Background: an optimization exercise with open tools, aiming at small area. Do not read the settings as production practice.
Where RTL was checked, it was by simulation tests only, not by an equivalence proof against the original.
Function not checked in runs 1 and 2: the RTL went through the layout flow alone.
The clock port is modelled as an ideal driver; clocking choices that lean on that would not hold on a real chip.
No activity file was given, so power comes from the tool's default toggle rates.

==> design.v <==
module i2c_master #(
 parameter [15:0]  p_DIV = 16'd500
) (
 input                           i_rst_n
,input                           i_local_clk
,input                           i_start
,input         [8:0]             i_req_num
,input         [7:0]             i_device_addr
,input         [7:0]             i_reg_addr
,input         [7:0]             i_wr_data
,output                          o_wr_done
,output        [7:0]             o_rd_data
,output                          o_rd_valid
,output                          o_busy
,output        [7:0]             o_reg_addr
,output        [7:0]             o_ack_erro
,output                          o_erro_valid
,output                          o_scl
,input                           i_sda
,output                          o_sda
);
localparam [1:0] K_SPEC = 2'b00;
localparam [1:0] K_BIT  = 2'b01;
localparam [1:0] K_ACK  = 2'b10;
localparam [1:0] K_STOP = 2'b11;
localparam [1:0] P_DEV  = 2'b00;
localparam [1:0] P_REG  = 2'b01;
localparam [1:0] P_DATA = 2'b10;
localparam [1:0] P_DEVR = 2'b11;
localparam [1:0] Q_0 = 2'b00;
localparam [1:0] Q_1 = 2'b01;
localparam [1:0] Q_2 = 2'b11;
localparam [1:0] Q_3 = 2'b10;
localparam [3:0] S_IDLE   = {K_SPEC, 2'b00};
localparam [3:0] S_START  = {K_SPEC, 2'b01};
localparam [3:0] S_START2 = {K_SPEC, 2'b11};
reg    [3:0]     r_st     ;
reg    [6:0]     r_q      ;
reg    [1:0]     r_p      ;   
reg    [2:0]     r_bit    ;
reg    [8:0]     r_cnt    ;
reg    [7:0]     r_rd_data;
reg              r_scl    ;
reg              r_sda    ;
wire   [1:0] w_k = r_st[3:2];
wire   [1:0] w_ph = r_st[1:0];
wire   w_rd    = i_device_addr[0];
wire   w_qend  = (r_q == 7'b1010000);   
wire   w_q0    = (r_q == 7'd0);
wire   w_e499  = w_qend & (r_p == Q_3);
wire   w_d0    = w_q0 & (r_p == Q_0);
wire   w_last  = (i_req_num == r_cnt);
wire   w_idle  = (r_st == S_IDLE);
wire   w_dtack = (r_st == {K_ACK, P_DATA});
wire   w_nack  = i_sda & ~((w_ph == P_DATA) & w_rd);
assign o_busy       = ~w_idle;
assign o_scl        = r_scl;
assign o_sda        = r_sda;
assign o_rd_data    = r_rd_data;
assign o_reg_addr   = i_reg_addr + r_cnt[7:0];
assign o_rd_valid   = w_dtack & w_rd & w_d0;
assign o_wr_done    = w_dtack & ~w_rd & w_q0 & (r_p == Q_3) & ~i_sda;
assign o_erro_valid = w_d0 & (w_k == K_STOP) & ((w_ph != P_DATA) | (~w_rd & i_sda));
assign o_ack_erro   = {4'd0, w_ph == P_DEVR, w_ph == P_DATA, w_ph == P_REG, w_ph == P_DEV};
always @(posedge i_local_clk) begin
	if(w_idle) begin
		r_q <= {6'd0, i_start};
		r_p <= 'd0;
	end else if(w_qend) begin
		r_q <= 'd0;
		r_p <= {r_p[0], ~r_p[1]};
	end else
		r_q <= {r_q[5:0], ~(r_q[6] ^ r_q[5])};
end
always @(posedge i_local_clk) begin
	if(w_k != K_BIT)
		r_bit <= 'd0;
	else if(w_e499)
		r_bit <= r_bit + 1'b1;
end
always @(posedge i_local_clk) begin
	if(w_idle)
		r_cnt <= 'd0;
	else if(w_dtack & w_d0)
		r_cnt <= r_cnt + 1'b1;
end
always @(posedge i_local_clk) begin
	if(w_e499)
		r_rd_data <= {r_rd_data[6:0], i_sda};
end
reg w_bit;
always @(*) begin
	case(w_ph)
		P_DEV:   w_bit = i_device_addr[~r_bit] & (r_bit != 3'd7);
		P_REG:   w_bit = i_reg_addr[~r_bit];
		P_DATA:  w_bit = i_wr_data[~r_bit] | w_rd;
		default: w_bit = i_device_addr[~r_bit];
	endcase
end
always @(posedge i_local_clk or negedge i_rst_n) begin
	if(~i_rst_n)
		r_sda <= 1'b1;
	else if(r_st == S_START)
		r_sda <= (r_p == Q_0);
	else if(r_st == S_START2)
		r_sda <= ~r_p[1];
	else if(w_qend) case(r_p)
		Q_0: case(w_k)
			K_BIT:   r_sda <= w_bit;
			K_ACK:   r_sda <= ~((w_ph == P_DATA) & w_rd) | w_last;
			K_STOP:  r_sda <= 1'b0;
			default: r_sda <= 1'b1;
		endcase
		Q_2: if(w_k == K_STOP) r_sda <= 1'b1;
		default: ;
	endcase
end
always @(posedge i_local_clk or negedge i_rst_n) begin
	if(~i_rst_n)
		r_scl <= 1'b1;
	else case(r_st)
		S_IDLE:   r_scl <= 1'b1;
		S_START:  r_scl <= ~r_p[1];
		S_START2: r_scl <= r_p[0];
		default:  r_scl <= r_p[1];
	endcase
end
always @(posedge i_local_clk or negedge i_rst_n) begin
	if(~i_rst_n)
		r_st <= S_IDLE;
	else if(w_idle) begin
		if(i_start) r_st <= S_START;
	end else if(w_e499) case(w_k)
		K_SPEC:  r_st <= (r_st == S_START) ? {K_BIT, P_DEV} : {K_BIT, P_DEVR};
		K_BIT:   if(r_bit == 3'd7) r_st <= {K_ACK, w_ph};
		K_ACK:
			if(w_nack)
				r_st <= {K_STOP, w_ph};
			else case(w_ph)
				P_DEV:   r_st <= {K_BIT, P_REG};
				P_REG:   r_st <= w_rd ? S_START2 : {K_BIT, P_DATA};
				P_DATA:  r_st <= w_last ? {K_STOP, P_DATA} : {K_BIT, P_DATA};
				default: r_st <= {K_BIT, P_DATA};
			endcase
		default: r_st <= S_IDLE;
	endcase
end
endmodule
==> flow/run.sh <==
#!/bin/bash
# Standard layout with four changes to how it is made:
#  - synthesis maps the logic with an area-oriented ABC script
#    (flow/abc_area.script) in place of ORFS's speed script; everything else
#    in the standard flow's synthesis script (synth_recipe.tcl) is kept as it is;
#  - the port buffers are made from the smallest buffer cell;
#  - the clock tree is built by flow/clktree.tcl (a balanced two-level tree
#    of four buffers) just before ORFS's CTS step;
#  - non-critical gates are downsized after global routing.
# Each tool's output is in standard.log (and ORFS's own logs under orfs/).
set -euo pipefail
here=$(pwd)
{
  echo "proc abc {args} {"
  echo "  set i [lsearch \$args -script]"
  echo "  lset args [expr {\$i + 1}] $here/flow/abc_area.script"
  echo "  yosys abc {*}\$args"
  echo "}"
  cat synth_recipe.tcl
} > synth_area.tcl
export BUFFER_PORTS_ARGS="-buffer_cell sky130_fd_sc_hd__buf_1"
export PRE_CTS_TCL=$here/flow/clktree.tcl
export RECOVER_POWER=100
bash standard.sh SYNTH_SCRIPT=$here/synth_area.tcl finish > standard.log 2>&1
==> flow/abc_area.script <==
&get -n
&st
&dch -f
&nf -R 1000 -p
&put
topo
dnsize -c
==> flow/clktree.tcl <==
# Run before CTS (PRE_CTS_TCL): a hand-made two-level clock tree. The
# flip-flops are split into three groups of about equal size by position
# (sorted along x); each group is driven by one clkbuf_8 placed at the
# group's centre, and the three leaf buffers by one clkbuf_2 root buffer on
# the clock port. The tree is balanced (every flip-flop is two buffers from
# the port); CTS then finds no unbuffered clock net left to build.
proc build_clock_tree { ngroups leaf_cell root_cell } {
  set block [ord::get_db_block]
  set sinks {}
  foreach iterm [[$block findNet i_local_clk] getITerms] {
    set inst [$iterm getInst]
    lassign [$inst getLocation] x y
    lappend sinks [list $x $y [$inst getName]/[[$iterm getMTerm] getName]]
  }
  set sinks [lsort -real -index 0 $sinks]
  set n [llength $sinks]
  set sumx 0
  set sumy 0
  for {set g 0} {$g < $ngroups} {incr g} {
    set lo [expr {$g * $n / $ngroups}]
    set hi [expr {($g + 1) * $n / $ngroups - 1}]
    set pins {}
    set sx 0
    set sy 0
    foreach s [lrange $sinks $lo $hi] {
      lappend pins [get_pins [lindex $s 2]]
      set sx [expr {$sx + [lindex $s 0]}]
      set sy [expr {$sy + [lindex $s 1]}]
    }
    set k [llength $pins]
    set cx [expr {$sx / $k / 1000.0}]
    set cy [expr {$sy / $k / 1000.0}]
    set sumx [expr {$sumx + $cx}]
    set sumy [expr {$sumy + $cy}]
    insert_buffer -buffer_cell $leaf_cell -net i_local_clk -load_pins $pins \
      -location [list $cx $cy] -buffer_name clkleaf_$g -net_name clkleaf_net_$g
  }
  insert_buffer -buffer_cell $root_cell -net i_local_clk \
    -location [list [expr {$sumx / $ngroups}] [expr {$sumy / $ngroups}]] \
    -buffer_name clkroot -net_name clkroot_net
}
build_clock_tree 3 sky130_fd_sc_hd__clkbuf_8 sky130_fd_sc_hd__clkbuf_2
==> standard.sh <==
#!/bin/bash
# synth_recipe.tcl (not shown) runs the flow's synth.tcl, then flattens the netlist and writes it again
# the make line also repeats each setting of config.mk as NAME=value (left out here)
make -C /OpenROAD-flow-scripts/flow DESIGN_CONFIG=/design/flow/config.mk WORK_HOME=/design/flow/orfs CLKGATE_MAP_FILE= SYNTH_SCRIPT=/design/flow/synth_recipe.tcl "${@:-finish}"
==> config.mk <==
export PLATFORM = sky130hd
export DESIGN_NAME = i2c_master
export DESIGN_NICKNAME = i2c_master
export VERILOG_FILES = /design/flow/design.v
export SDC_FILE = /design/flow/constraint.sdc
export NUM_CORES = 4
export LEC_CHECK = 0
export CAP_MARGIN = 20
export CORE_MARGIN = 2
export CORE_UTILIZATION = 40
export PLACE_DENSITY = 0.6
export SLEW_MARGIN = 20
==> constraint.sdc <==
create_clock -name core_clock -period 5.0 [get_ports {i_local_clk}]
set_input_delay 1.0000 -clock core_clock [delete_from_list [all_inputs] [get_ports {i_local_clk}]]
set_output_delay 1.0000 -clock core_clock [all_outputs]
set_load 0.01 [all_outputs]
==> impl_metrics.py, run 1 <==
metrics = {
    "outcome": {
        "status": "complete, but fails checks",
        "so_faults": "capacitance limit, slew limit",
    },
    "floorplanning": {
        "die_h_um": 75.69,
        "fp.dieArea_um2": 5729,
        "fp.dieW_um": 75.69,
        "fp-row-count": 26,
        "core_region_area_um2": 5042,
        "start_util": 0.4077,
        "ios": 67,
    },
    "final_layout": {
        "diodes": 0,
        "final_common_cell": "buf_1",
        "drive_above_1_share": 0.03929,
        "syn_to_final_growth_pct": 17.10,
        "nets": 330,
        "mostFrequentLayoutCells": "buf_1, nor2_1, dfxtp_1",
        "design_area_um2": 2407,
    },
    "worst_setup_path": {
        "crit_required_ns": 4.00,
        "cp.arrival_ns": 2.71,
        "cp_cell_sequence": "buf_1 > ha_1 > a21oi_1 > nand2_1 > a21o_1 > a21o_1 > a21o_1 > a21oi_1 > xnor2_1 > buf_1",
        "slowest_delay_ns": 0.35,
        "cp_max_fo": 4,
        "critPathSlowestCell": "ha_1",
        "crit_buf_inv": 2,
        "crit_type": "input port to primary output",
        "cp_common_cell": "a21o_1",
        "critPathTopFamily": "compound AO/OA/AOI/OAI gates",
        "crit_path_start_kind": "input port",
        "worstSetupEndpointType": "primary output",
    },
    "power": {
        "p_int_mw": 0.5059,
        "p_per_area_nw_per_um2": 329.5,
        "p_clk_frac": 0.178,
        "netSwitchingFraction": 0.3622,
        "pwr-share-seq": 0.502,
        "peakVddDrop_uv": 137.3,
        "power.switching_mw": 0.2873,
        "power_frac_comb": 0.320,
        "p_leak_nw": 0.9424,
        "p_total_mw": 0.7933,
    },
    "cts": {
        "post_cts_buffers": 0,
        "clkTransAtPathRegs_ns": 0.08,
        "clock_latency_ns": 0.33,
        "hold_buffers": 0,
        "post_cts_resize_count": 0,
    },
    "synth": {
        "synth_cell_types": 42,
        "ys_seq_elements": 35,
        "synth_area_per_cell_um2": 9.606,
        "ys.warnings.count": 1,
        "synthArstFlopShare": 0.1714,
        "syn_inst": 214,
        "synth_area_um2": 2056,
        "ys_seq_area_frac": 0.3956,
        "synth_edf_count": 8,
        "ys.flop_type": "dfxtp_1",
    },
    "drt": {
        "drcViolationCount": 0,
        "drt-vias-per-instance": 5.143,
        "wl_met3_um": 291,
        "drtIter0Drc": 116,
        "dr_total_vias": 1800,
        "wl_met2_um": 2115,
        "ant_nets": 0,
        "wl_um": 4636,
        "highest_layer": "met4",
        "firstDrtPassIters": 4,
        "met1Wirelength_um": 2192,
        "avgRoutedWirePerCell_um": 13.25,
    },
    "timing": {
        "min_period_ns": 3.709,
        "setup_tns_ns": 0,
        "rsz0062_at_grt": "no",
        "drv_slew": 13,
        "setup_viol": 0,
        "worst_slew_pin_slew_ns": 1.820,
        "fin_crit_sh": 0.7419,
        "relSlewSlack": -0.2227,
        "clock_skew_ns": 0.005732,
        "hold_violations": 0,
        "max_freq_ghz": 0.2696,
    },
    "grt": {
        "grt_remaining_overflow": 0,
        "grt_max_degree": 15,
        "grt_first_pass_wirelength_um": 7396,
        "antenna_found_initial": 0,
        "grt_pass1_vias": 1609,
        "groute.usage.overall": 0.1615,
    },
    "placed_design": {
        "io_buffers": 62,
        "placed_area_um2": 2370,
        "routabilityCongestion": 0.7713,
        "hpwlAfterDp_um": 3541,
    },
    "worst_hold_path": {
        "hold_class": "flip-flop to flip-flop",
    },
    "job": {
        "cap_viol_max_count": 1,
    },
}
-- synthesized netlist by cell type, types with 2 or more instances --
cell type  number  area (um^2)
and3_1          8        50.05
nand2_1        16        60.06
dfrtp_1         4        100.1
nor2_1         23        86.33
o21ai_0        10        50.05
clkinv_1        7        26.28
nand3_1         5        25.02
mux2i_1         4        40.04
mux4_2          6        135.1
o21a_1          2        15.01
buf_4           4        30.03
xor2_1         14        122.6
a41oi_1         3        26.28
edfxtp_1        8        240.2
xnor2_1         6        52.55
and2_0          3        18.77
ha_1           10        125.1
dfstp_2         2        52.55
a21oi_1        16        80.08
a31oi_1         3        18.77
nor3_1          7        35.03
nand2b_1        2        12.51
a21o_1          4        30.03
or3_1           2        12.51
nor4_1          4        25.02
nand4_1         2        12.51
dfxtp_1        21        420.4
nor2b_1         4        25.02
-- layer usage --
layer | GRT usage | up-vias
met5 | 0 | -
met4 | 0.01170 | 0
met3 | 0.02381 | 4
met2 | 0.2821 | 59
met1 | 0.2226 | 824
li1 | - | 913
-- worst paths after layout --
check	endpoint	slack, ns	from	cells past startpoint
min in group asynchronous	r_st[2]$_DFFE_PN0P_	0.53	i_rst_n	1
worst max-delay path	o_reg_addr[7]	1.29	i_reg_addr[2]	10
worst min register to register	r_rd_data[3]$_DFFE_PP_	0.45	r_rd_data[2]$_DFFE_PP_	0
worst max register to register	r_st[0]$_DFFE_PN0P_	1.50	r_q[1]$_SDFF_PP0_	9
max in group asynchronous	r_scl$_DFF_PN1_	4.18	i_rst_n	1
worst min-delay path	r_rd_data[3]$_DFFE_PP_	0.45	r_rd_data[2]$_DFFE_PP_	0
-- power by group through the flow --
stage               logic (mW)  registers, mW  clock network (mW)
finish                   0.254          0.398               0.141
floorplan                0.183          0.392                   0
CTS                      0.259          0.405               0.110
global placement         0.254          0.403                   0
detailed placement       0.258          0.403                   0
global route             0.291          0.409               0.156
-- worst register-to-register path, stage by stage (launching register included) --
cell and delay [ns]:
dfxtp_1 0.31, nor4_1 0.37, nand4b_1 0.40, nor3_1 1.49, nor2_1 0.11, nor2_1 0.23
nand2_1 0.07, a31o_1 0.23, nand2_1 0.07, o21ai_0 0.08
-- flip-flops by register name, summed over array words and instances, names as in the netlist --
signal,cells
r_bit,3
r_scl,1
r_sda,1
r_q,7
r_p,2
r_st,4
r_rd_data,8
r_cnt,9
-- metrics by stage --
stage | hold slack [ns] | std cells | setup slack, ns | util
2_1_floorplan | 0.4426 | 217 | 1.589 | -
3_3_place_gp | 0.4278 | 346 | 1.325 | 0.4700
3_5_place_dp | 0.4379 | 346 | 1.300 | 0.4700
4_1_cts | 0.4379 | 350 | 1.286 | 0.4792
5_1_grt | 0.4551 | 350 | 1.129 | 0.4774
6_report | 0.4522 | 350 | 1.291 | 0.4774
-- cell type report, without the clock buffers --
cell class / count / area (um^2)
timing repair buffer: 63 / 236.5
fill: 524 / 2635
tap: 70 / 87.58
sequential: 35 / 813.3
multi-input combinational: 171 / 1197
inverter: 7 / 26.28
-- kinds of logic (layout without fill, tap and decap cells) --
family	after synthesis	count (layout)	synth area share
muxes	11	11	0.09069
buffers and inverters	11	74	0.02739
other	1	4	0.001824
and+or+nand+nor	79	79	0.1881
xor gates and xnor gates	20	20	0.08521
DFF	35	35	0.3956
AOI/OAI and AO/OA	46	46	0.1406
adders and majority gates	11	11	0.07060
==> inputs of run 2 (changes only) <==
--- a/flow/run.sh
+++ b/flow/run.sh
@@ -6,7 +6,8 @@
 #  - the port buffers are made from the smallest buffer cell;
 #  - the clock tree is built by flow/clktree.tcl (a balanced two-level tree
 #    of four buffers) just before ORFS's CTS step;
-#  - non-critical gates are downsized after global routing.
+#  - gates with slack to spare are downsized (flow/recover.tcl) just before
+#    global routing, ahead of ORFS's post-route repair of slew and load.
 # Each tool's output is in standard.log (and ORFS's own logs under orfs/).
 set -euo pipefail
 here=$(pwd)
@@ -20,5 +21,5 @@
 } > synth_area.tcl
 export BUFFER_PORTS_ARGS="-buffer_cell sky130_fd_sc_hd__buf_1"
 export PRE_CTS_TCL=$here/flow/clktree.tcl
-export RECOVER_POWER=100
+export PRE_GLOBAL_ROUTE_TCL=$here/flow/recover.tcl
 bash standard.sh SYNTH_SCRIPT=$here/synth_area.tcl finish > standard.log 2>&1
==> flow/recover.tcl (new file) <==
# Run before global routing (PRE_GLOBAL_ROUTE_TCL): downsize gates that have
# timing slack to spare. ORFS's own repair_design after global routing then
# fixes any slew or capacitance limit this leaves violated.
estimate_parasitics -placement
repair_timing -recover_power 100
==> run 2 against run 1 <==
The run now finishes clean. Global-route usage unchanged. Final cell count up 0.29%. Via count up 0.67%. Sequential power about the same. Largest cell class unchanged. Critical endpoint unchanged. Fmax about the same. Worst setup slack about the same. Die area unchanged. Sequential share of layout area down 0.17 points. Hold slack worse by 0.0012 ns. Combinational power about the same.
==> impl_metrics.py, run 2 <==
metrics = {
    "grt": {
        "grt_remaining_overflow": 0,
        "grt_first_pass_wirelength_um": 7396,
        "antenna_found_initial": 0,
        "groute.usage.overall": 0.1615,
        "grt_max_degree": 15,
        "grt_pass1_vias": 1609,
    },
    "synth": {
        "synth_cell_types": 42,
        "yosysMostFrequentCell": "nor2_1",
        "ys_seq_elements": 35,
        "synth_top_area_share": 0.2045,
        "synth_area_um2": 2056,
        "synth_edf_count": 8,
        "ys.warnings.count": 1,
        "ys.flop_type": "dfxtp_1",
        "syn_inst": 214,
        "yosys.area.top_type": "dfxtp_1",
        "ys_seq_area_frac": 0.3956,
        "synth_area_per_cell_um2": 9.606,
        "synth_area_leaders": "dfxtp_1, edfxtp_1, mux4_2",
        "synthArstFlopShare": 0.1714,
        "synth_commonest_cells": "nor2_1, dfxtp_1, a21oi_1, nand2_1, xor2_1",
    },
    "final_layout": {
        "diodes": 0,
        "reg.largest.list": "r_cnt (9), r_rd_data (8), r_q (7)",
        "syn_to_final_growth_pct": 17.71,
        "drive_above_1_share": 0.04982,
        "largest_reg_flops": 9,
        "mostFrequentLayoutCells": "buf_1, nor2_1, dfxtp_1",
        "final_common_cell": "buf_1",
        "largest_register": "r_cnt",
        "final_util": 0.4799,
        "nets": 331,
        "fillers": 523,
    },
    "worst_setup_path": {
        "crit_required_ns": 4.00,
        "crit_buf_inv": 2,
        "cp_common_cell": "a21o_1",
        "critPathSlowestCell": "ha_1",
        "slowest_delay_ns": 0.35,
        "worstSetupEndpointType": "primary output",
        "rr_worst_depth": 9,
        "cp.depth": 10,
        "crit_start": "i_reg_addr[2]",
        "cp_max_fo": 4,
        "crit_type": "input port to primary output",
        "cp.arrival_ns": 2.71,
        "critPathTopFamily": "compound AO/OA/AOI/OAI gates",
        "cp_cell_sequence": "buf_1 > ha_1 > a21oi_1 > nand2_1 > a21o_1 > a21o_1 > a21o_1 > a21oi_1 > xnor2_1 > buf_1",
        "crit_path_start_kind": "input port",
        "r2r_start": "r_st[1]$_DFFE_PN0P_",
    },
    "cts": {
        "clkTransAtPathRegs_ns": 0.08,
        "hold_buffers": 0,
        "post_cts_buffers": 0,
        "post_cts_resize_count": 0,
        "clock_latency_ns": 0.33,
    },
    "floorplanning": {
        "ios": 67,
        "die_h_um": 75.69,
        "start_util": 0.4077,
        "fp.dieW_um": 75.69,
        "fp.dieArea_um2": 5729,
        "core_region_area_um2": 5042,
        "fp-row-count": 26,
    },
    "timing": {
        "setup_viol": 0,
        "relSlewSlack": 0.5735,
        "rsz0062_at_grt": "no",
        "min_period_ns": 3.710,
        "hold_violations": 0,
        "max_freq_ghz": 0.2696,
        "drv_slew": 0,
        "setup_tns_ns": 0,
        "fin_crit_sh": 0.7419,
        "worst_slew_pin_slew_ns": 0.6375,
        "clock_skew_ns": 0.004198,
        "fin_hold_ws_ns": 0.4510,
    },
    "placed_design": {
        "routabilityCongestion": 0.7713,
        "io_buffers": 62,
        "hpwlAfterDp_um": 3541,
    },
    "drt": {
        "avgRoutedWirePerCell_um": 13.20,
        "ant_nets": 0,
        "drcViolationCount": 0,
        "wl_um": 4633,
        "drtIter0Drc": 123,
        "drt-vias-per-instance": 5.162,
        "firstDrtPassIters": 4,
        "dr_total_vias": 1812,
    },
    "outcome": {
        "status": "finished clean",
    },
    "power": {
        "peakVddDrop_uv": 137.5,
        "p_leak_nw": 0.9489,
        "p_per_area_nw_per_um2": 328.2,
        "p_total_mw": 0.7942,
    },
    "worst_hold_path": {
        "hp-start": "r_rd_data[2]$_DFFE_PP_",
        "hold_class": "flip-flop to flip-flop",
        "hold_depth": 0,
    },
    "job": {
        "cap_viol_max_count": 0,
    },
}
==> run 2: cell counts after synthesis <==
Identical to the previous run, type by type.
==> run 2: logic make-up after synthesis <==
logic type                 count (synthesis)  synth area share
AOI/OAI and AO/OA                         46            0.1406
buffers and inverters                     11           0.02739
adders and majority gates                 11           0.07060
xor gates and xnor gates                  20           0.08521
other                                      1          0.001824
DFF                                       35            0.3956
and+or+nand+nor                           79            0.1881
muxes                                     11           0.09069
==> run 2: worst paths after layout <==
check	end	slack, ns
max	o_reg_addr[7]	1.29
min	r_rd_data[3]$_DFFE_PP_	0.45
max reg2reg	r_cnt[8]$_SDFFE_PP0P_	2.22
min reg2reg	r_rd_data[3]$_DFFE_PP_	0.45
max in group asynchronous	r_scl$_DFF_PN1_	4.18
min in group asynchronous	r_st[2]$_DFFE_PN0P_	0.53
==> run 2: through the flow <==
stage          area [um^2]  instances  setup slack (ns)
3_3_place_gp          2370        346             1.325
6_report              2420        351             1.290
3_5_place_dp          2370        346             1.300
4_1_cts               2416        350             1.286
5_1_grt               2420        351             1.129
2_1_floorplan         2067        217             1.589
==> run 2: layout make-up, without the clock buffers <==
type / count / area [um^2] / share of cell area
inverters: 7 / 26.28 / 0.01086
multi-input cells: 171 / 1202 / 0.4969
flip-flops and latches: 35 / 813.3 / 0.3361
repair buffers: 64 / 244.0 / 0.1008
well taps: 70 / 87.58 / 0.03619
==> run 2: report_power, final <==
part	total (mW)	internal, mW	switching, mW
Clock	0.141	0.0590	0.0823
Combinational	0.254	0.106	0.148
Sequential	0.399	0.342	0.0568
Total	0.794	0.507	0.287
==> run 2: routing by layer <==
layer	share of wire	global-route usage	wire (um)	vias up
met2	0.46	0.2821	2125	68
met3	0.066	0.02381	307	8
met4	0.010	0.01170	47	0
li1	-	-	-	914
met1	0.46	0.2226	2153	822
met5	0	0	0	-
==> inputs of run 3 (changes only) <==
--- a/design.v
+++ b/design.v
@@ -27,16 +27,12 @@
 localparam [1:0] P_REG  = 2'b01;
 localparam [1:0] P_DATA = 2'b10;
 localparam [1:0] P_DEVR = 2'b11;
-localparam [1:0] Q_0 = 2'b00;
-localparam [1:0] Q_1 = 2'b01;
-localparam [1:0] Q_2 = 2'b11;
-localparam [1:0] Q_3 = 2'b10;
 localparam [3:0] S_IDLE   = {K_SPEC, 2'b00};
 localparam [3:0] S_START  = {K_SPEC, 2'b01};
 localparam [3:0] S_START2 = {K_SPEC, 2'b11};
 reg    [3:0]     r_st     ;
 reg    [6:0]     r_q      ;
-reg    [1:0]     r_p      ;   
+reg    [1:0]     r_p      ;
 reg    [2:0]     r_bit    ;
 reg    [8:0]     r_cnt    ;
 reg    [7:0]     r_rd_data;
@@ -47,8 +43,8 @@
 wire   w_rd    = i_device_addr[0];
 wire   w_qend  = (r_q == 7'b1010000);   
 wire   w_q0    = (r_q == 7'd0);
-wire   w_e499  = w_qend & (r_p == Q_3);
-wire   w_d0    = w_q0 & (r_p == Q_0);
+wire   w_e499  = w_qend & (r_p == 2'd3);
+wire   w_d0    = w_q0 & (r_p == 2'd0);
 wire   w_last  = (i_req_num == r_cnt);
 wire   w_idle  = (r_st == S_IDLE);
 wire   w_dtack = (r_st == {K_ACK, P_DATA});
@@ -59,7 +55,7 @@
 assign o_rd_data    = r_rd_data;
 assign o_reg_addr   = i_reg_addr + r_cnt[7:0];
 assign o_rd_valid   = w_dtack & w_rd & w_d0;
-assign o_wr_done    = w_dtack & ~w_rd & w_q0 & (r_p == Q_3) & ~i_sda;
+assign o_wr_done    = w_dtack & ~w_rd & w_q0 & (r_p == 2'd3) & ~i_sda;
 assign o_erro_valid = w_d0 & (w_k == K_STOP) & ((w_ph != P_DATA) | (~w_rd & i_sda));
 assign o_ack_erro   = {4'd0, w_ph == P_DEVR, w_ph == P_DATA, w_ph == P_REG, w_ph == P_DEV};
 always @(posedge i_local_clk) begin
@@ -68,7 +64,7 @@
 		r_p <= 'd0;
 	end else if(w_qend) begin
 		r_q <= 'd0;
-		r_p <= {r_p[0], ~r_p[1]};
+		r_p <= r_p + 1'b1;
 	end else
 		r_q <= {r_q[5:0], ~(r_q[6] ^ r_q[5])};
 end
@@ -101,17 +97,17 @@
 	if(~i_rst_n)
 		r_sda <= 1'b1;
 	else if(r_st == S_START)
-		r_sda <= (r_p == Q_0);
+		r_sda <= (r_p == 2'd0);
 	else if(r_st == S_START2)
 		r_sda <= ~r_p[1];
 	else if(w_qend) case(r_p)
-		Q_0: case(w_k)
+		2'd0: case(w_k)
 			K_BIT:   r_sda <= w_bit;
 			K_ACK:   r_sda <= ~((w_ph == P_DATA) & w_rd) | w_last;
 			K_STOP:  r_sda <= 1'b0;
 			default: r_sda <= 1'b1;
 		endcase
-		Q_2: if(w_k == K_STOP) r_sda <= 1'b1;
+		2'd2: if(w_k == K_STOP) r_sda <= 1'b1;
 		default: ;
 	endcase
 end
@@ -121,7 +117,7 @@
 	else case(r_st)
 		S_IDLE:   r_scl <= 1'b1;
 		S_START:  r_scl <= ~r_p[1];
-		S_START2: r_scl <= r_p[0];
+		S_START2: r_scl <= r_p[1] ^ r_p[0];
 		default:  r_scl <= r_p[1];
 	endcase
 end
==> run 3 against run 2 <==
Still clean on timing, DRC and antenna. Die area about the same. First-iteration DRC count down 37%. Synthesized area about the same. Power is 0.46% lower. Via count down 1.3%. Critical path type unchanged.
==> impl_metrics.py, run 3 <==
metrics = {
    "floorplanning": {
        "start_util": 0.4079,
        "ios": 67,
        "fp-row-count": 26,
        "fp.dieArea_um2": 5732,
        "core_region_area_um2": 5042,
        "die_h_um": 75.71,
        "fp.dieW_um": 75.71,
    },
    "cts": {
        "clock_latency_ns": 0.33,
        "post_cts_buffers": 0,
        "clkTransAtPathRegs_ns": 0.07,
        "post_cts_resize_count": 0,
        "hold_buffers": 0,
    },
    "final_layout": {
        "diodes": 0,
        "reg.largest.list": "r_cnt (9), r_rd_data (8), r_q (7)",
        "largest_reg_flops": 9,
        "final_common_cell": "buf_1",
        "largest_register": "r_cnt",
        "design_area_um2": 2409,
        "final_util": 0.4777,
        "mostFrequentLayoutCells": "buf_1, dfxtp_1, nor2_1",
        "nets": 334,
        "syn_to_final_growth_pct": 17.09,
        "fillers": 489,
        "drive_above_1_share": 0.04270,
    },
    "power": {
        "netSwitchingFraction": 0.3428,
        "power_frac_comb": 0.306,
        "p_clk_frac": 0.181,
        "pwr-share-seq": 0.513,
        "p_total_mw": 0.7906,
        "peakVddDrop_uv": 169.1,
        "p_leak_nw": 0.9246,
        "power.switching_mw": 0.2710,
        "p_int_mw": 0.5196,
        "p_per_area_nw_per_um2": 328.3,
    },
    "drt": {
        "drt-vias-per-instance": 5.097,
        "avgRoutedWirePerCell_um": 12.75,
        "firstDrtPassIters": 4,
        "drtIter0Drc": 77,
        "dr_total_vias": 1789,
        "ant_nets": 0,
        "wl_um": 4475,
        "drcViolationCount": 0,
    },
    "timing": {
        "setup_viol": 0,
        "setup_tns_ns": 0,
        "min_period_ns": 3.681,
        "rsz0062_at_grt": "no",
        "clock_skew_ns": 0.008000,
        "hold_violations": 0,
        "max_freq_ghz": 0.2717,
        "worst_slew_pin_slew_ns": 0.5615,
        "relSlewSlack": 0.6243,
        "fin_crit_sh": 0.7362,
        "finalWorstSetupSlack_ns": 1.319,
        "drv_slew": 0,
    },
    "synth": {
        "yosys.area.top_type": "dfxtp_1",
        "ys_seq_elements": 35,
        "synth_edf_count": 8,
        "synthArstFlopShare": 0.1714,
        "synth_area_leaders": "dfxtp_1, edfxtp_1, ha_1",
        "syn_inst": 215,
        "synth_area_um2": 2057,
        "ys_seq_area_frac": 0.3954,
        "synth_top_area_share": 0.2044,
        "ys.warnings.count": 1,
        "ys.flop_type": "dfxtp_1",
        "synth_cell_types": 37,
        "yosysMostFrequentCell": "dfxtp_1",
        "synth_area_per_cell_um2": 9.567,
        "synth_commonest_cells": "dfxtp_1, nor2_1, nand2_1",
    },
    "placed_design": {
        "routabilityCongestion": 0.8515,
        "preCtsSetupSlack_ns": 1.321,
        "io_buffers": 62,
        "placed_area_um2": 2366,
        "hpwlAfterDp_um": 3523,
    },
    "grt": {
        "grt_remaining_overflow": 0,
        "grt_pass1_vias": 1610,
        "antenna_found_initial": 0,
        "gr-usage-met1": 0.2227,
        "grt_busiest_layer": "met2",
        "grt_first_pass_wirelength_um": 7334,
        "use_met2": 0.2734,
        "grt_max_degree": 16,
        "groute.usage.overall": 0.1605,
        "grt_use_met3": 0.01984,
    },
    "worst_setup_path": {
        "crit_path_start_kind": "input port",
        "crit_type": "input port to primary output",
        "cp_max_fo": 4,
        "cp.arrival_ns": 2.68,
        "worstSetupEndpointType": "primary output",
        "crit_required_ns": 4.00,
    },
    "outcome": {
        "status": "finished clean",
    },
    "job": {
        "cap_viol_max_count": 0,
    },
    "worst_hold_path": {
        "hold_class": "flip-flop to flip-flop",
    },
}
run 3: final timing paths:
kind | endpoint | cells after the start | slack [ns] | from
max | o_reg_addr[7] | 10 | 1.32 | i_reg_addr[2]
max in group asynchronous | r_scl$_DFF_PN1_ | 1 | 4.19 | i_rst_n
min reg2reg | r_rd_data[3]$_DFFE_PP_ | 0 | 0.46 | r_rd_data[2]$_DFFE_PP_
min in group asynchronous | r_st[2]$_DFFE_PN0P_ | 1 | 0.52 | i_rst_n
min | r_rd_data[3]$_DFFE_PP_ | 0 | 0.46 | r_rd_data[2]$_DFFE_PP_
max reg2reg | r_st[0]$_DFFE_PN0P_ | 6 | 2.34 | r_st[2]$_DFFE_PN0P_
run 3: cell type report, without the clock buffers:
cell class / instances / area [um^2] / area share
Tap cell: 70 / 87.58 / 0.03636
Sequential cell: 35 / 813.3 / 0.3377
Inverter: 11 / 41.29 / 0.01714
Timing Repair Buffer: 63 / 236.5 / 0.09818
Multi-Input combinational cell: 168 / 1184 / 0.4914
run 3: routing by layer:
layer  part of all wire  vias to the layer above
met1               0.48                      812
met4              0.014                        0
met2               0.45                       64
met5                  0                        -
li1                   -                      906
met3              0.065                        7
run 3: critical path, stage by stage:
cell and delay, ns:
buf_1 0.09, ha_1 0.34, a21oi_1 0.15, nand2_1 0.09
a21o_1 0.18, a21o_1 0.19, a21o_1 0.17, a21oi_1 0.16
xnor2_1 0.14, buf_1 0.17
run 3: through the flow:
stage	hold slack, ns	cells
floorplan	0.4426	218
global placement	0.4347	347
detailed placement	0.4390	347
CTS	0.4392	351
global route	0.4699	351
finish	0.4587	351
run 3: power groups by stage:
stage / clock [mW] / sequential (mW) / combinational, mW
2_1_floorplan: 0 / 0.404 / 0.178
3_3_place_gp: 0 / 0.413 / 0.243
3_5_place_dp: 0 / 0.411 / 0.243
4_1_cts: 0.110 / 0.413 / 0.245
5_1_grt: 0.161 / 0.418 / 0.282
6_report: 0.143 / 0.406 / 0.242
run 3: kinds of logic after synthesis:
kind of cell | Yosys count | share of synthesized area
other | 1 | 0.001823
AND/OR/NAND/NOR | 75 | 0.1819
buffers and inverters | 15 | 0.03467
adder cells (fa/ha/maj) | 14 | 0.08881
AO/OA/AOI/OAI | 47 | 0.1363
multiplexers | 8 | 0.07603
flip-flops | 35 | 0.3954
XOR/XNOR | 20 | 0.08516
==> inputs of run 4 (changes only) <==
--- a/flow/run.sh
+++ b/flow/run.sh
@@ -6,8 +6,7 @@
 #  - the port buffers are made from the smallest buffer cell;
 #  - the clock tree is built by flow/clktree.tcl (a balanced two-level tree
 #    of four buffers) just before ORFS's CTS step;
-#  - gates with slack to spare are downsized (flow/recover.tcl) just before
-#    global routing, ahead of ORFS's post-route repair of slew and load.
+#  - non-critical gates are downsized after global routing.
 # Each tool's output is in standard.log (and ORFS's own logs under orfs/).
 set -euo pipefail
 here=$(pwd)
@@ -21,5 +20,5 @@
 } > synth_area.tcl
 export BUFFER_PORTS_ARGS="-buffer_cell sky130_fd_sc_hd__buf_1"
 export PRE_CTS_TCL=$here/flow/clktree.tcl
-export PRE_GLOBAL_ROUTE_TCL=$here/flow/recover.tcl
+export RECOVER_POWER=100
 bash standard.sh SYNTH_SCRIPT=$here/synth_area.tcl finish > standard.log 2>&1
removed: flow/recover.tcl
==> run 4 against run 3 <==
Highest routed layer unchanged. Worst setup slack unchanged. Largest cell class unchanged. Register-to-register slack hardly changed. Final area stayed put. Die area stayed put. Critical path type unchanged.
==> impl_metrics.py, run 4 <==
metrics = {
    "timing": {
        "fin_crit_sh": 0.7362,
        "rsz0062_at_grt": "no",
        "drv_slew": 0,
        "fin_hold_ws_ns": 0.4587,
        "relSlewSlack": 0.6243,
        "setup_tns_ns": 0,
        "worst_slew_pin_slew_ns": 0.5615,
        "min_period_ns": 3.681,
        "setup_viol": 0,
        "clock_skew_ns": 0.008001,
        "max_freq_ghz": 0.2717,
        "hold_violations": 0,
    },
    "final_layout": {
        "largest_register": "r_cnt",
        "regArea_um2": 813.3,
        "syn_to_final_growth_pct": 17.09,
        "nets": 334,
        "multi_input_area_um2": 1184,
        "drive_above_1_share": 0.04270,
        "diodes": 0,
        "mostFrequentLayoutCells": "buf_1, dfxtp_1, nor2_1",
        "reg.largest.list": "r_cnt (9), r_rd_data (8), r_q (7)",
        "largest_reg_flops": 9,
        "fillers": 489,
        "final_common_cell": "buf_1",
    },
    "drt": {
        "firstDrtPassIters": 4,
        "drt-vias-per-instance": 5.097,
        "drtIter0Drc": 77,
        "ant_nets": 0,
        "drcViolationCount": 0,
        "dr_total_vias": 1789,
        "avgRoutedWirePerCell_um": 12.75,
        "wl_um": 4477,
    },
    "worst_setup_path": {
        "critPathTopFamily": "compound AO/OA/AOI/OAI gates",
        "worstSetupEndpointType": "primary output",
        "reg2reg_slack_ns": 2.34,
        "crit_buf_inv": 2,
        "crit_required_ns": 4.00,
        "cp_max_fo": 4,
        "crit_path_start_kind": "input port",
        "critPathSlowestCell": "ha_1",
        "cp_cell_sequence": "buf_1 > ha_1 > a21oi_1 > nand2_1 > a21o_1 > a21o_1 > a21o_1 > a21oi_1 > xnor2_1 > buf_1",
        "crit_type": "input port to primary output",
        "cp_common_cell": "a21o_1",
        "slowest_delay_ns": 0.34,
        "cp.arrival_ns": 2.68,
    },
    "synth": {
        "yosys.area.top_type": "dfxtp_1",
        "synth_cell_types": 37,
        "synth_area_um2": 2057,
        "synth_area_per_cell_um2": 9.567,
        "ys.warnings.count": 1,
        "syn_inst": 215,
        "synthArstFlopShare": 0.1714,
        "ys_seq_elements": 35,
        "synth_edf_count": 8,
        "ys_seq_area_frac": 0.3954,
        "yosysMostFrequentCell": "dfxtp_1",
        "ys.flop_type": "dfxtp_1",
        "synth_area_leaders": "dfxtp_1, edfxtp_1, ha_1",
        "synth_commonest_cells": "dfxtp_1, nor2_1, nand2_1",
        "synth_top_area_share": 0.2044,
    },
    "power": {
        "p_leak_nw": 0.9246,
        "power_frac_comb": 0.306,
        "power.switching_mw": 0.2710,
        "p_per_area_nw_per_um2": 328.3,
        "p_int_mw": 0.5196,
        "peakVddDrop_uv": 169.1,
        "p_clk_frac": 0.181,
        "pwr-share-seq": 0.513,
        "netSwitchingFraction": 0.3428,
    },
    "placed_design": {
        "io_buffers": 62,
        "routabilityCongestion": 0.8515,
        "hpwlAfterDp_um": 3523,
    },
    "cts": {
        "post_cts_buffers": 0,
        "clock_latency_ns": 0.33,
        "clkTransAtPathRegs_ns": 0.07,
        "hold_buffers": 0,
        "post_cts_resize_count": 0,
    },
    "outcome": {
        "status": "finished clean",
    },
    "job": {
        "cap_viol_max_count": 0,
    },
    "grt": {
        "grt_pass1_vias": 1610,
        "grt_remaining_overflow": 0,
        "grt_max_degree": 16,
        "grt_first_pass_wirelength_um": 7334,
        "groute.usage.overall": 0.1605,
        "antenna_found_initial": 0,
    },
    "floorplanning": {
        "fp.dieW_um": 75.71,
        "ios": 67,
        "fp-row-count": 26,
        "core_region_area_um2": 5042,
        "fp.dieArea_um2": 5732,
        "die_h_um": 75.71,
        "start_util": 0.4079,
    },
    "worst_hold_path": {
        "hold_class": "flip-flop to flip-flop",
    },
}
## run 4: area by class of cell, without the clock buffers
type / instances / area share
Multi-Input combinational cell: 168 / 0.4914
Sequential cell: 35 / 0.3377
Timing Repair Buffer: 63 / 0.09818
Tap cell: 70 / 0.03636
Inverter: 11 / 0.01714
## run 4: kinds of logic after synthesis
group	count (synthesis)	synth area share
xor+xnor	20	0.08516
mux	8	0.07603
fa+ha+maj	14	0.08881
flops	35	0.3954
compound gates	47	0.1363
buf+inv	15	0.03467
other cells	1	0.001823
simple gates	75	0.1819
## run 4: worst paths after layout
check	start	cells after the start	endpoint
max in group asynchronous	i_rst_n	1	r_scl$_DFF_PN1_
min in group asynchronous	i_rst_n	1	r_st[2]$_DFFE_PN0P_
hold reg to reg	r_rd_data[2]$_DFFE_PP_	0	r_rd_data[3]$_DFFE_PP_
setup / recovery	i_reg_addr[2]	10	o_reg_addr[7]
hold / removal	r_rd_data[2]$_DFFE_PP_	0	r_rd_data[3]$_DFFE_PP_
setup reg to reg	r_st[2]$_DFFE_PN0P_	6	r_st[0]$_DFFE_PN0P_
## run 4: per-layer routing
metal / up-vias / routed length [um] / track usage / part of all wire
met4: 0 / 63 / 0.02729 / 0.014
met2: 64 / 1995 / 0.2734 / 0.45
met1: 812 / 2128 / 0.2227 / 0.48
met3: 7 / 290 / 0.01984 / 0.065
met5: - / 0 / 0 / 0
li1: 906 / - / - / -
## run 4: power groups by stage
stage                     logic [mW]  registers, mW  clock network [mW]
after floorplan                0.178          0.404                   0
after global placement         0.243          0.413                   0
after detailed placement       0.243          0.411                   0
after CTS                      0.245          0.413               0.110
after global routing           0.282          0.418               0.161
final                          0.242          0.406               0.143
## run 4: through the flow
stage / setup WS [ns] / area, um^2 / power, mW / util / instances
final: 1.319 / 2409 / 0.7906 / 0.4777 / 351
after global routing: 1.128 / 2409 / 0.8607 / 0.4777 / 351
after CTS: 1.317 / 2412 / 0.7676 / 0.4784 / 351
after detailed placement: 1.321 / 2366 / 0.6542 / 0.4692 / 347
after global placement: 1.336 / 2366 / 0.6561 / 0.4692 / 347
after floorplan: 1.588 / 2068 / 0.5821 / - / 218
==> inputs of run 5 (changes only) <==
--- a/flow/run.sh
+++ b/flow/run.sh
@@ -5,7 +5,7 @@
 #    in the standard flow's synthesis script (synth_recipe.tcl) is kept as it is;
 #  - the port buffers are made from the smallest buffer cell;
 #  - the clock tree is built by flow/clktree.tcl (a balanced two-level tree
-#    of four buffers) just before ORFS's CTS step;
+#    of five buffers) just before ORFS's CTS step;
 #  - non-critical gates are downsized after global routing.
 # Each tool's output is in standard.log (and ORFS's own logs under orfs/).
 set -euo pipefail
--- a/flow/clktree.tcl
+++ b/flow/clktree.tcl
@@ -1,7 +1,7 @@
 # Run before CTS (PRE_CTS_TCL): a hand-made two-level clock tree. The
-# flip-flops are split into three groups of about equal size by position
-# (sorted along x); each group is driven by one clkbuf_8 placed at the
-# group's centre, and the three leaf buffers by one clkbuf_2 root buffer on
+# flip-flops are split into four groups of about equal size by position
+# (sorted along x); each group is driven by one clkbuf_4 placed at the
+# group's centre, and the four leaf buffers by one clkbuf_2 root buffer on
 # the clock port. The tree is balanced (every flip-flop is two buffers from
 # the port); CTS then finds no unbuffered clock net left to build.
 proc build_clock_tree { ngroups leaf_cell root_cell } {
@@ -39,4 +39,4 @@
     -location [list [expr {$sumx / $ngroups}] [expr {$sumy / $ngroups}]] \
     -buffer_name clkroot -net_name clkroot_net
 }
-build_clock_tree 3 sky130_fd_sc_hd__clkbuf_8 sky130_fd_sc_hd__clkbuf_2
+build_clock_tree 4 sky130_fd_sc_hd__clkbuf_4 sky130_fd_sc_hd__clkbuf_2
--- a/config.mk
+++ b/config.mk
@@ -5,8 +5,8 @@
 export SDC_FILE = /design/flow/constraint.sdc
 export NUM_CORES = 4
 export LEC_CHECK = 0
-export CAP_MARGIN = 20
+export CAP_MARGIN = 0
 export CORE_MARGIN = 2
 export CORE_UTILIZATION = 40
 export PLACE_DENSITY = 0.6
-export SLEW_MARGIN = 20
+export SLEW_MARGIN = 0
==> run 5 against run 4 <==
Still clean. Utilization fell by 0.22 points. Register-to-register slack got worse by 0.03 ns. Fmax did not move. Combinational power barely moved. Worst setup slack did not move. Sequential share of layout area rose by 0.16 points. Wire length rose by 0.36%. Highest routed layer unchanged.
==> impl_metrics.py, run 5 <==
metrics = {
    "timing": {
        "setup_viol": 0,
        "min_period_ns": 3.681,
        "worst_slew_pin_slew_ns": 0.6181,
        "max_freq_ghz": 0.2717,
        "rsz0062_at_grt": "no",
        "drv_slew": 0,
        "relSlewSlack": 0.5864,
        "clock_skew_ns": 0.01624,
        "hold_violations": 0,
        "setup_tns_ns": 0,
        "finalWorstSetupSlack_ns": 1.319,
        "fin_crit_sh": 0.7362,
    },
    "cts": {
        "clkTransAtPathRegs_ns": 0.09,
        "post_cts_buffers": 0,
        "hold_buffers": 0,
        "post_cts_resize_count": 0,
        "clock_latency_ns": 0.34,
    },
    "grt": {
        "grt_max_degree": 16,
        "groute.usage.overall": 0.1616,
        "antenna_found_initial": 0,
        "grt_remaining_overflow": 0,
        "grt_pass1_vias": 1621,
        "grt_first_pass_wirelength_um": 7389,
    },
    "final_layout": {
        "reg.largest.list": "r_cnt (9), r_rd_data (8), r_q (7)",
        "design_area_um2": 2397,
        "largest_reg_flops": 9,
        "largest_register": "r_cnt",
        "nets": 335,
        "diodes": 0,
        "syn_to_final_growth_pct": 16.55,
        "final_common_cell": "buf_1",
        "mostFrequentLayoutCells": "buf_1, dfxtp_1, nor2_1",
        "fillers": 489,
        "drive_above_1_share": 0.04610,
    },
    "synth": {
        "synth_area_um2": 2057,
        "synth_commonest_cells": "dfxtp_1, nor2_1, nand2_1",
        "synth_area_leaders": "dfxtp_1, edfxtp_1, ha_1",
        "synth_area_per_cell_um2": 9.567,
        "yosys.area.top_type": "dfxtp_1",
        "synth_cell_types": 37,
        "synth_top_area_share": 0.2044,
        "synth_edf_count": 8,
        "synthArstFlopShare": 0.1714,
        "syn_inst": 215,
        "ys_seq_area_frac": 0.3954,
        "ys.warnings.count": 1,
        "yosysMostFrequentCell": "dfxtp_1",
        "ys_seq_elements": 35,
        "ys.flop_type": "dfxtp_1",
    },
    "placed_design": {
        "preCtsSetupSlack_ns": 1.321,
        "routabilityCongestion": 0.8515,
        "hpwlAfterDp_um": 3523,
        "io_buffers": 62,
        "placed_area_um2": 2366,
    },
    "floorplanning": {
        "die_h_um": 75.71,
        "fp-row-count": 26,
        "ios": 67,
        "fp.dieArea_um2": 5732,
        "fp.dieW_um": 75.71,
        "core_region_area_um2": 5042,
        "start_util": 0.4079,
    },
    "drt": {
        "avgRoutedWirePerCell_um": 12.76,
        "drtIter0Drc": 126,
        "dr_total_vias": 1799,
        "drt-vias-per-instance": 5.111,
        "ant_nets": 0,
        "wl_um": 4493,
        "firstDrtPassIters": 4,
        "drcViolationCount": 0,
    },
    "power": {
        "peakVddDrop_uv": 143.8,
        "p_leak_nw": 0.9214,
        "p_per_area_nw_per_um2": 323.8,
    },
    "worst_setup_path": {
        "worstSetupEndpointType": "primary output",
        "crit_required_ns": 4.00,
        "cp.arrival_ns": 2.68,
        "cp_max_fo": 4,
        "reg2reg_slack_ns": 2.31,
        "crit_path_start_kind": "input port",
        "crit_type": "input port to primary output",
    },
    "outcome": {
        "status": "finished clean",
    },
    "job": {
        "cap_viol_max_count": 0,
    },
    "worst_hold_path": {
        "hold_class": "flip-flop to flip-flop",
    },
}
## run 5: changes by cell type in the layout (fill, tap and decap cells not counted)
cell and delta:
clkbuf_8 -3, clkbuf_4 +4
## run 5: per-stage QoR
step	hold slack, ns	instances	power, mW	utilization
floorplan	0.4426	218	0.5821	-
global placement	0.4347	347	0.6561	0.4692
detailed placement	0.4390	347	0.6542	0.4692
CTS	0.4392	352	0.7491	0.4762
global route	0.4775	352	0.8451	0.4754
finish	0.4655	352	0.7762	0.4754
## run 5: final timing paths
path	start	end	cells past startpoint
hold reg to reg	r_rd_data[3]$_DFFE_PP_	r_rd_data[4]$_DFFE_PP_	0
setup reg to reg	r_st[2]$_DFFE_PN0P_	r_st[0]$_DFFE_PN0P_	6
max in group asynchronous	i_rst_n	r_scl$_DFF_PN1_	1
min in group asynchronous	i_rst_n	r_st[2]$_DFFE_PN0P_	1
hold / removal	r_rd_data[3]$_DFFE_PP_	r_rd_data[4]$_DFFE_PP_	0
setup / recovery	i_reg_addr[2]	o_reg_addr[7]	10
## run 5: where the power goes
group          leakage (nW)  internal [mW]  switching, mW
sequential            0.314          0.352         0.0544
combinational         0.585          0.108          0.135
clock                0.0226         0.0429         0.0838
## run 5: cell type report, without the clock buffers
class                   count  area [um^2]  share of cell area
multi-input cells         168         1184              0.4937
well taps                  70        87.58             0.03653
inverters                  11        41.29             0.01722
repair buffers             63        236.5             0.09864
flip-flops and latches     35        813.3              0.3392
## run 5: layer usage
layer | vias to the layer above | GRT usage | share of wire
met4 | 0 | 0.03119 | 0.013
met1 | 806 | 0.2219 | 0.47
met2 | 73 | 0.2763 | 0.45
met3 | 6 | 0.01984 | 0.067
met5 | - | 0 | 0
li1 | 914 | - | -
## run 5: cell families (layout without fill, tap and decap cells)
kind of cell               after synthesis  after routing  synth area share
and+or+nand+nor                         75             75            0.1819
AOI/OAI and AO/OA                       47             47            0.1363
DFF                                     35             35            0.3954
xor gates and xnor gates                20             20           0.08516
buffers and inverters                   15             79           0.03467
adders and majority gates               14             14           0.08881
muxes                                    8              8           0.07603
other                                    1              4          0.001823
## run 5: critical path, cell delays in order
cell	delay (ns)
buf_1	0.09
ha_1	0.34
a21oi_1	0.15
nand2_1	0.09
a21o_1	0.18
a21o_1	0.19
a21o_1	0.17
a21oi_1	0.16
xnor2_1	0.14
buf_1	0.17
==> inputs of run 6 (changes only) <==
==> config.mk (replaced) <==
export PLATFORM = sky130hd
export DESIGN_NAME = i2c_master
export DESIGN_NICKNAME = i2c_master
export VERILOG_FILES = /design/flow/design.v
export SDC_FILE = /design/flow/constraint.sdc
export NUM_CORES = 4
export LEC_CHECK = 0
export CAP_MARGIN = 20
export CORE_MARGIN = 2
export CORE_UTILIZATION = 60
export PLACE_DENSITY = 0.8
export SLEW_MARGIN = 20
==> run 6 against run 5 <==
Still clean on timing, DRC and antenna. Wire length shrank 1.7%. Fmax shrank 0.68%. Final area shrank 1.3%. Utilization grew 24 points. Sequential cell count is the same. Final cell count shrank 6.8%. Synthesized cell count is the same. Critical path type unchanged. Critical endpoint unchanged.
==> impl_metrics.py, run 6 <==
metrics = {
    "synth": {
        "synth_cell_types": 37,
        "ys_seq_area_frac": 0.3954,
        "synth_area_leaders": "dfxtp_1, edfxtp_1, ha_1",
        "ys.warnings.count": 1,
        "yosys.area.top_type": "dfxtp_1",
        "syn_inst": 215,
        "yosysMostFrequentCell": "dfxtp_1",
        "synth_area_um2": 2057,
        "synth_top_area_share": 0.2044,
        "ys.flop_type": "dfxtp_1",
        "ys_seq_elements": 35,
        "synthArstFlopShare": 0.1714,
        "synth_area_per_cell_um2": 9.567,
        "synth_commonest_cells": "dfxtp_1, nor2_1, nand2_1",
        "synth_edf_count": 8,
    },
    "power": {
        "power.switching_mw": 0.2738,
        "peakVddDrop_uv": 200.7,
        "power_frac_comb": 0.309,
        "p_int_mw": 0.5030,
        "pwr-share-seq": 0.528,
        "netSwitchingFraction": 0.3525,
        "p_per_area_nw_per_um2": 328.1,
        "p_leak_nw": 0.9214,
        "p_clk_frac": 0.162,
    },
    "final_layout": {
        "multi_input_area_um2": 1184,
        "fillers": 286,
        "final_cells": 328,
        "nets": 335,
        "regArea_um2": 813.3,
        "mostFrequentLayoutCells": "buf_1, dfxtp_1, nor2_1",
        "drive_above_1_share": 0.04610,
        "largest_reg_flops": 9,
        "reg.largest.list": "r_cnt (9), r_rd_data (8), r_q (7)",
        "syn_to_final_growth_pct": 15.09,
        "largest_register": "r_cnt",
        "diodes": 0,
        "final_common_cell": "buf_1",
        "design_area_um2": 2367,
    },
    "floorplanning": {
        "fp.dieW_um": 62.55,
        "ios": 67,
        "fp-row-count": 21,
        "fp.dieArea_um2": 3913,
        "start_util": 0.6213,
        "core_region_area_um2": 3311,
        "die_h_um": 62.55,
    },
    "worst_setup_path": {
        "cp_max_fo": 4,
        "crit_required_ns": 4.00,
        "worstSetupEndpointType": "primary output",
        "cp_cell_sequence": "buf_1 > ha_1 > a21oi_1 > nand2_1 > a21o_1 > a21o_1 > a21o_1 > a21oi_1 > xnor2_1 > buf_1",
        "crit_path_start_kind": "input port",
        "cp.arrival_ns": 2.71,
        "crit_type": "input port to primary output",
        "slowest_delay_ns": 0.34,
        "cp_common_cell": "a21o_1",
        "critPathSlowestCell": "ha_1",
    },
    "timing": {
        "relSlewSlack": 0.6079,
        "drv_slew": 0,
        "hold_violations": 0,
        "fin_crit_sh": 0.7413,
        "worst_slew_pin_slew_ns": 0.5827,
        "min_period_ns": 3.707,
        "max_freq_ghz": 0.2698,
        "rsz0062_at_grt": "no",
        "setup_viol": 0,
        "setup_tns_ns": 0,
        "clock_skew_ns": 0.01124,
    },
    "cts": {
        "post_cts_resize_count": 0,
        "clock_latency_ns": 0.35,
        "clkTransAtPathRegs_ns": 0.10,
        "post_cts_buffers": 0,
        "hold_buffers": 0,
    },
    "job": {
        "cap_viol_max_count": 0,
    },
    "grt": {
        "grt_busiest_layer": "met2",
        "groute.usage.overall": 0.2322,
        "antenna_found_initial": 0,
        "grt_pass1_vias": 1741,
        "grt_first_pass_wirelength_um": 7638,
        "use_met2": 0.4180,
        "gr-usage-met1": 0.3033,
        "grt_use_met3": 0.02523,
        "grt_max_degree": 16,
        "grt_remaining_overflow": 0,
    },
    "drt": {
        "dr_total_vias": 1809,
        "ant_nets": 0,
        "firstDrtPassIters": 4,
        "wl_um": 4415,
        "drtIter0Drc": 148,
        "drcViolationCount": 0,
        "drt-vias-per-instance": 5.515,
        "avgRoutedWirePerCell_um": 13.46,
    },
    "placed_design": {
        "placed_area_um2": 2336,
        "routabilityCongestion": 0.9109,
        "hpwlAfterDp_um": 3474,
        "dp_cells": 323,
        "io_buffers": 62,
    },
    "worst_hold_path": {
        "hold_class": "flip-flop to flip-flop",
    },
    "outcome": {
        "status": "finished clean",
    },
}
## run 6: worst max-delay path, delay by kind of cell
| family | cells | cell delay (ns) |
|---|---|---|
| fa+ha+maj | 1 | 0.34 |
| compound gates | 5 | 0.88 |
| xor+xnor | 1 | 0.15 |
| simple gates | 1 | 0.09 |
| buf+inv | 2 | 0.26 |
## run 6: power groups by stage
| stage | clock network, mW | logic [mW] | registers (mW) |
|---|---|---|---|
| 4_1_cts | 0.0917 | 0.242 | 0.416 |
| 5_1_grt | 0.145 | 0.273 | 0.421 |
| 3_3_place_gp | 0 | 0.237 | 0.413 |
| 6_report | 0.126 | 0.240 | 0.410 |
| 2_1_floorplan | 0 | 0.178 | 0.404 |
| 3_5_place_dp | 0 | 0.240 | 0.414 |
## run 6: path summary, 6_finish.rpt
check,endpoint,cells past startpoint,slack (ns),from
min reg2reg,r_rd_data[4]$_DFFE_PP_,0,0.45,r_rd_data[3]$_DFFE_PP_
min in group asynchronous,r_st[2]$_DFFE_PN0P_,1,0.50,i_rst_n
max reg2reg,r_st[0]$_DFFE_PN0P_,6,2.18,r_st[2]$_DFFE_PN0P_
max in group asynchronous,r_scl$_DFF_PN1_,1,4.22,i_rst_n
min,r_rd_data[4]$_DFFE_PP_,0,0.45,r_rd_data[3]$_DFFE_PP_
max,o_reg_addr[7],10,1.29,i_reg_addr[2]
## run 6: logic make-up after synthesis
logic type	Yosys count	synth area share
AND/OR/NAND/NOR	75	0.1819
buffers and inverters	15	0.03467
adder cells (fa/ha/maj)	14	0.08881
multiplexers	8	0.07603
XOR/XNOR	20	0.08516
other	1	0.001823
flip-flops	35	0.3954
AO/OA/AOI/OAI	47	0.1363
## run 6: routing by layer
metal,vias up,wire [um],part of all wire
met5,-,0,0
met4,0,63,0.014
met3,11,247,0.056
met2,63,2182,0.49
met1,828,1921,0.44
li1,907,-,-
## run 6: stage by stage
stage                     setup WS, ns  total power, mW  utilization  hold WS (ns)
final                            1.294           0.7768       0.7150        0.4461
after global routing             1.130           0.8388       0.7150        0.4861
after CTS                        1.279           0.7493       0.7162        0.4436
after detailed placement         1.287           0.6549       0.7056        0.4436
after global placement           1.352           0.6498       0.7056        0.4286
after floorplan                  1.588           0.5821            -        0.4426
## run 6: cell type report, without the clock buffers
| cell class | count | area share |
|---|---|---|
| multi-input combinational | 168 | 0.5000 |
| tap | 46 | 0.02431 |
| sequential | 35 | 0.3436 |
| inverter | 11 | 0.01744 |
| timing repair buffer | 63 | 0.09989 |
==> inputs of run 7 (changes only) <==
--- a/config.mk
+++ b/config.mk
@@ -7,6 +7,6 @@
 export LEC_CHECK = 0
 export CAP_MARGIN = 20
 export CORE_MARGIN = 2
-export CORE_UTILIZATION = 60
-export PLACE_DENSITY = 0.8
+export CORE_UTILIZATION = 25
+export PLACE_DENSITY = 0.4
 export SLEW_MARGIN = 20
==> run 7 against run 6 <==
Final area up 3.1%. Power up 0.62%. Utilization down 41 points. Synthesized area unchanged. Register-to-register slack better by 0.07 ns. Die area up 130%. Synthesized cell count unchanged. Final cell count up 18%. Sequential share of layout area down 1.0 points. Clock power about the same. Sequential cell count unchanged. Combinational power up 2%.
==> impl_metrics.py, run 7 <==
metrics = {
    "floorplanning": {
        "fp-row-count": 33,
        "ios": 67,
        "die_h_um": 94.71,
        "fp.dieArea_um2": 8969,
        "fp.dieW_um": 94.71,
        "start_util": 0.2542,
        "core_region_area_um2": 8093,
    },
    "worst_setup_path": {
        "crit_path_start_kind": "input port",
        "cp_max_fo": 4,
        "slowest_delay_ns": 0.34,
        "cp.arrival_ns": 2.71,
        "crit_required_ns": 4.00,
        "cp_common_cell": "a21o_1",
        "cp_cell_sequence": "buf_1 > ha_1 > a21oi_1 > nand2_1 > a21o_1 > a21o_1 > a21o_1 > a21oi_1 > xnor2_1 > buf_1",
        "critPathSlowestCell": "ha_1",
        "worstSetupEndpointType": "primary output",
        "crit_type": "input port to primary output",
    },
    "synth": {
        "ys_seq_elements": 35,
        "synth_compound_area_frac": 0.1363,
        "synth_top_area_share": 0.2044,
        "synth_area_um2": 2057,
        "synth_edf_count": 8,
        "muxShareOfSynthArea": 0.07603,
        "ys.flop_type": "dfxtp_1",
        "syn_inst": 215,
        "synthArstFlopShare": 0.1714,
        "ys_seq_area_frac": 0.3954,
        "ys.warnings.count": 1,
        "synth-adder-area-share": 0.08881,
        "yosys.area_share.simple": 0.1819,
        "synth_top_family_by_area": "simple AND/OR/NAND/NOR gates",
        "yosys.area.top_type": "dfxtp_1",
        "synth_commonest_cells": "dfxtp_1, nor2_1, nand2_1",
        "synth_xor_area_frac": 0.08516,
        "synth_cell_types": 37,
        "yosysMostFrequentCell": "dfxtp_1",
        "synth_area_leaders": "dfxtp_1, edfxtp_1, ha_1",
        "synth_area_per_cell_um2": 9.567,
    },
    "cts": {
        "clock_latency_ns": 0.34,
        "hold_buffers": 0,
        "clkTransAtPathRegs_ns": 0.09,
        "post_cts_buffers": 0,
        "post_cts_resize_count": 0,
    },
    "timing": {
        "setup_tns_ns": 0,
        "finalWorstSetupSlack_ns": 1.295,
        "worst_slew_pin_slew_ns": 0.6088,
        "min_period_ns": 3.705,
        "hold_violations": 0,
        "clock_skew_ns": 0.01548,
        "relSlewSlack": 0.5926,
        "drv_slew": 0,
        "setup_viol": 0,
        "max_freq_ghz": 0.2699,
        "fin_crit_sh": 0.7410,
        "rsz0062_at_grt": "no",
    },
    "power": {
        "p_per_area_nw_per_um2": 320.2,
        "p_leak_nw": 0.9201,
        "p_total_mw": 0.7816,
        "power_frac_comb": 0.314,
        "p_clk_frac": 0.163,
        "netSwitchingFraction": 0.3572,
        "p_int_mw": 0.5024,
        "power.switching_mw": 0.2792,
        "pwr-share-seq": 0.523,
        "peakVddDrop_uv": 74.88,
    },
    "final_layout": {
        "reg.largest.list": "r_cnt (9), r_rd_data (8), r_q (7)",
        "fillers": 926,
        "syn_to_final_growth_pct": 18.67,
        "mostFrequentLayoutCells": "buf_1, dfxtp_1, nor2_1",
        "nets": 335,
        "drive_above_1_share": 0.04255,
        "final_util": 0.3016,
        "diodes": 0,
        "largest_reg_flops": 9,
        "largest_register": "r_cnt",
        "final_common_cell": "buf_1",
    },
    "grt": {
        "grt_max_degree": 16,
        "grt_remaining_overflow": 0,
        "grt_pass1_vias": 1811,
        "groute.usage.overall": 0.1212,
        "grt_first_pass_wirelength_um": 8804,
        "antenna_found_initial": 0,
    },
    "worst_hold_path": {
        "hold_class": "flip-flop to flip-flop",
    },
    "drt": {
        "wl_um": 5317,
        "dr_total_vias": 1788,
        "drtIter0Drc": 50,
        "drt-vias-per-instance": 4.620,
        "drcViolationCount": 0,
        "firstDrtPassIters": 4,
        "ant_nets": 0,
        "avgRoutedWirePerCell_um": 13.74,
    },
    "placed_design": {
        "hpwlAfterDp_um": 4186,
        "preCtsSetupSlack_ns": 1.298,
        "routabilityCongestion": 0.8239,
        "io_buffers": 62,
    },
    "job": {
        "cap_viol_max_count": 0,
    },
    "outcome": {
        "status": "finished clean",
    },
}
## run 7: changes by cell type in the layout (fill, tap and decap cells not counted)
| cell | before | now |
|---|---|---|
| dfstp_2 | 2 | 1 |
| dfstp_1 | 0 | 1 |
## run 7: metal layers
metal,vias up,routed length (um),GRT usage
met3,2,296,0.01676
li1,908,-,-
met2,47,2529,0.2122
met1,831,2456,0.1646
met4,0,35,0.01087
met5,-,0,0
## run 7: cell type report, without the clock buffers
| type | instances | area [um^2] | share of cell area |
|---|---|---|---|
| inverters | 11 | 41.29 | 0.01691 |
| well taps | 105 | 131.4 | 0.05382 |
| repair buffers | 63 | 236.5 | 0.09687 |
| flip-flops and latches | 35 | 813.3 | 0.3332 |
| multi-input cells | 168 | 1184 | 0.4849 |
## run 7: cell families (layout without fill, tap and decap cells)
group           Yosys count  count (layout)
flops                    35              35
simple gates             75              75
xor+xnor                 20              20
mux                       8               8
compound gates           47              47
other cells               1               4
buf+inv                  15              79
fa+ha+maj                14              14
## run 7: metrics by stage
| step | hold WS (ns) | cells | area [um^2] |
|---|---|---|---|
| 2_1_floorplan | 0.4426 | 218 | 2068 |
| 3_3_place_gp | 0.4331 | 382 | 2410 |
| 3_5_place_dp | 0.4356 | 382 | 2410 |
| 4_1_cts | 0.4356 | 387 | 2445 |
| 5_1_grt | 0.4820 | 387 | 2441 |
| 6_report | 0.4546 | 387 | 2441 |
## run 7: critical path, delay by kind of cell
| kind | cells | cell delay [ns] |
|---|---|---|
| compound gates | 5 | 0.89 |
| buf+inv | 2 | 0.26 |
| xor+xnor | 1 | 0.13 |
| fa+ha+maj | 1 | 0.34 |
| simple gates | 1 | 0.09 |
## run 7: power by group through the flow
stage | Sequential, mW | Clock, mW | Combinational, mW
after global routing | 0.419 | 0.152 | 0.282
final | 0.409 | 0.128 | 0.245
after floorplan | 0.404 | 0 | 0.178
after CTS | 0.415 | 0.0917 | 0.250
after global placement | 0.416 | 0 | 0.250
after detailed placement | 0.414 | 0 | 0.248
## run 7: worst paths after layout
kind | slack [ns] | from | to | cells after the start
max in group asynchronous | 4.18 | i_rst_n | r_scl$_DFF_PN1_ | 1
hold reg to reg | 0.45 | r_rd_data[3]$_DFFE_PP_ | r_rd_data[4]$_DFFE_PP_ | 0
setup / recovery | 1.29 | i_reg_addr[2] | o_reg_addr[7] | 10
min in group asynchronous | 0.51 | i_rst_n | r_st[2]$_DFFE_PN0P_ | 1
hold / removal | 0.45 | r_rd_data[3]$_DFFE_PP_ | r_rd_data[4]$_DFFE_PP_ | 0
setup reg to reg | 2.25 | r_st[2]$_DFFE_PN0P_ | r_st[0]$_DFFE_PN0P_ | 6

[static timing again, ports no longer ideal]
The results above use ideal ports. As a check the final layouts listed here were re-extracted and re-timed, cells and wires unchanged.
Step 1 sets driving cells, clkbuf_16 on the clock port and buf_2 on the other inputs (assumed; they add their load-dependent delay and slew).
Step 2 also shifts input and output timing later by t, the mid clock arrival at the registers, as if the neighbouring blocks saw the same clock.
Slacks: ideal / step 1 / step 2; pairs: ideal / step 1.
run	t, ns	setup WS [ns]	worst setup path at the end
run 1	0.351	1.291 / 1.268 / 1.268	input to output
run 2	0.350	1.290 / 1.268 / 1.268	input to output
run 3	0.346	1.319 / 1.296 / 1.296	input to output
run 4	0.346	1.319 / 1.296 / 1.296	input to output
run 5	0.353	1.319 / 1.296 / 1.296	input to output
run 6	0.369	1.294 / 1.274 / 1.274	input to output
run 7	0.362	1.295 / 1.275 / 1.275	input to output
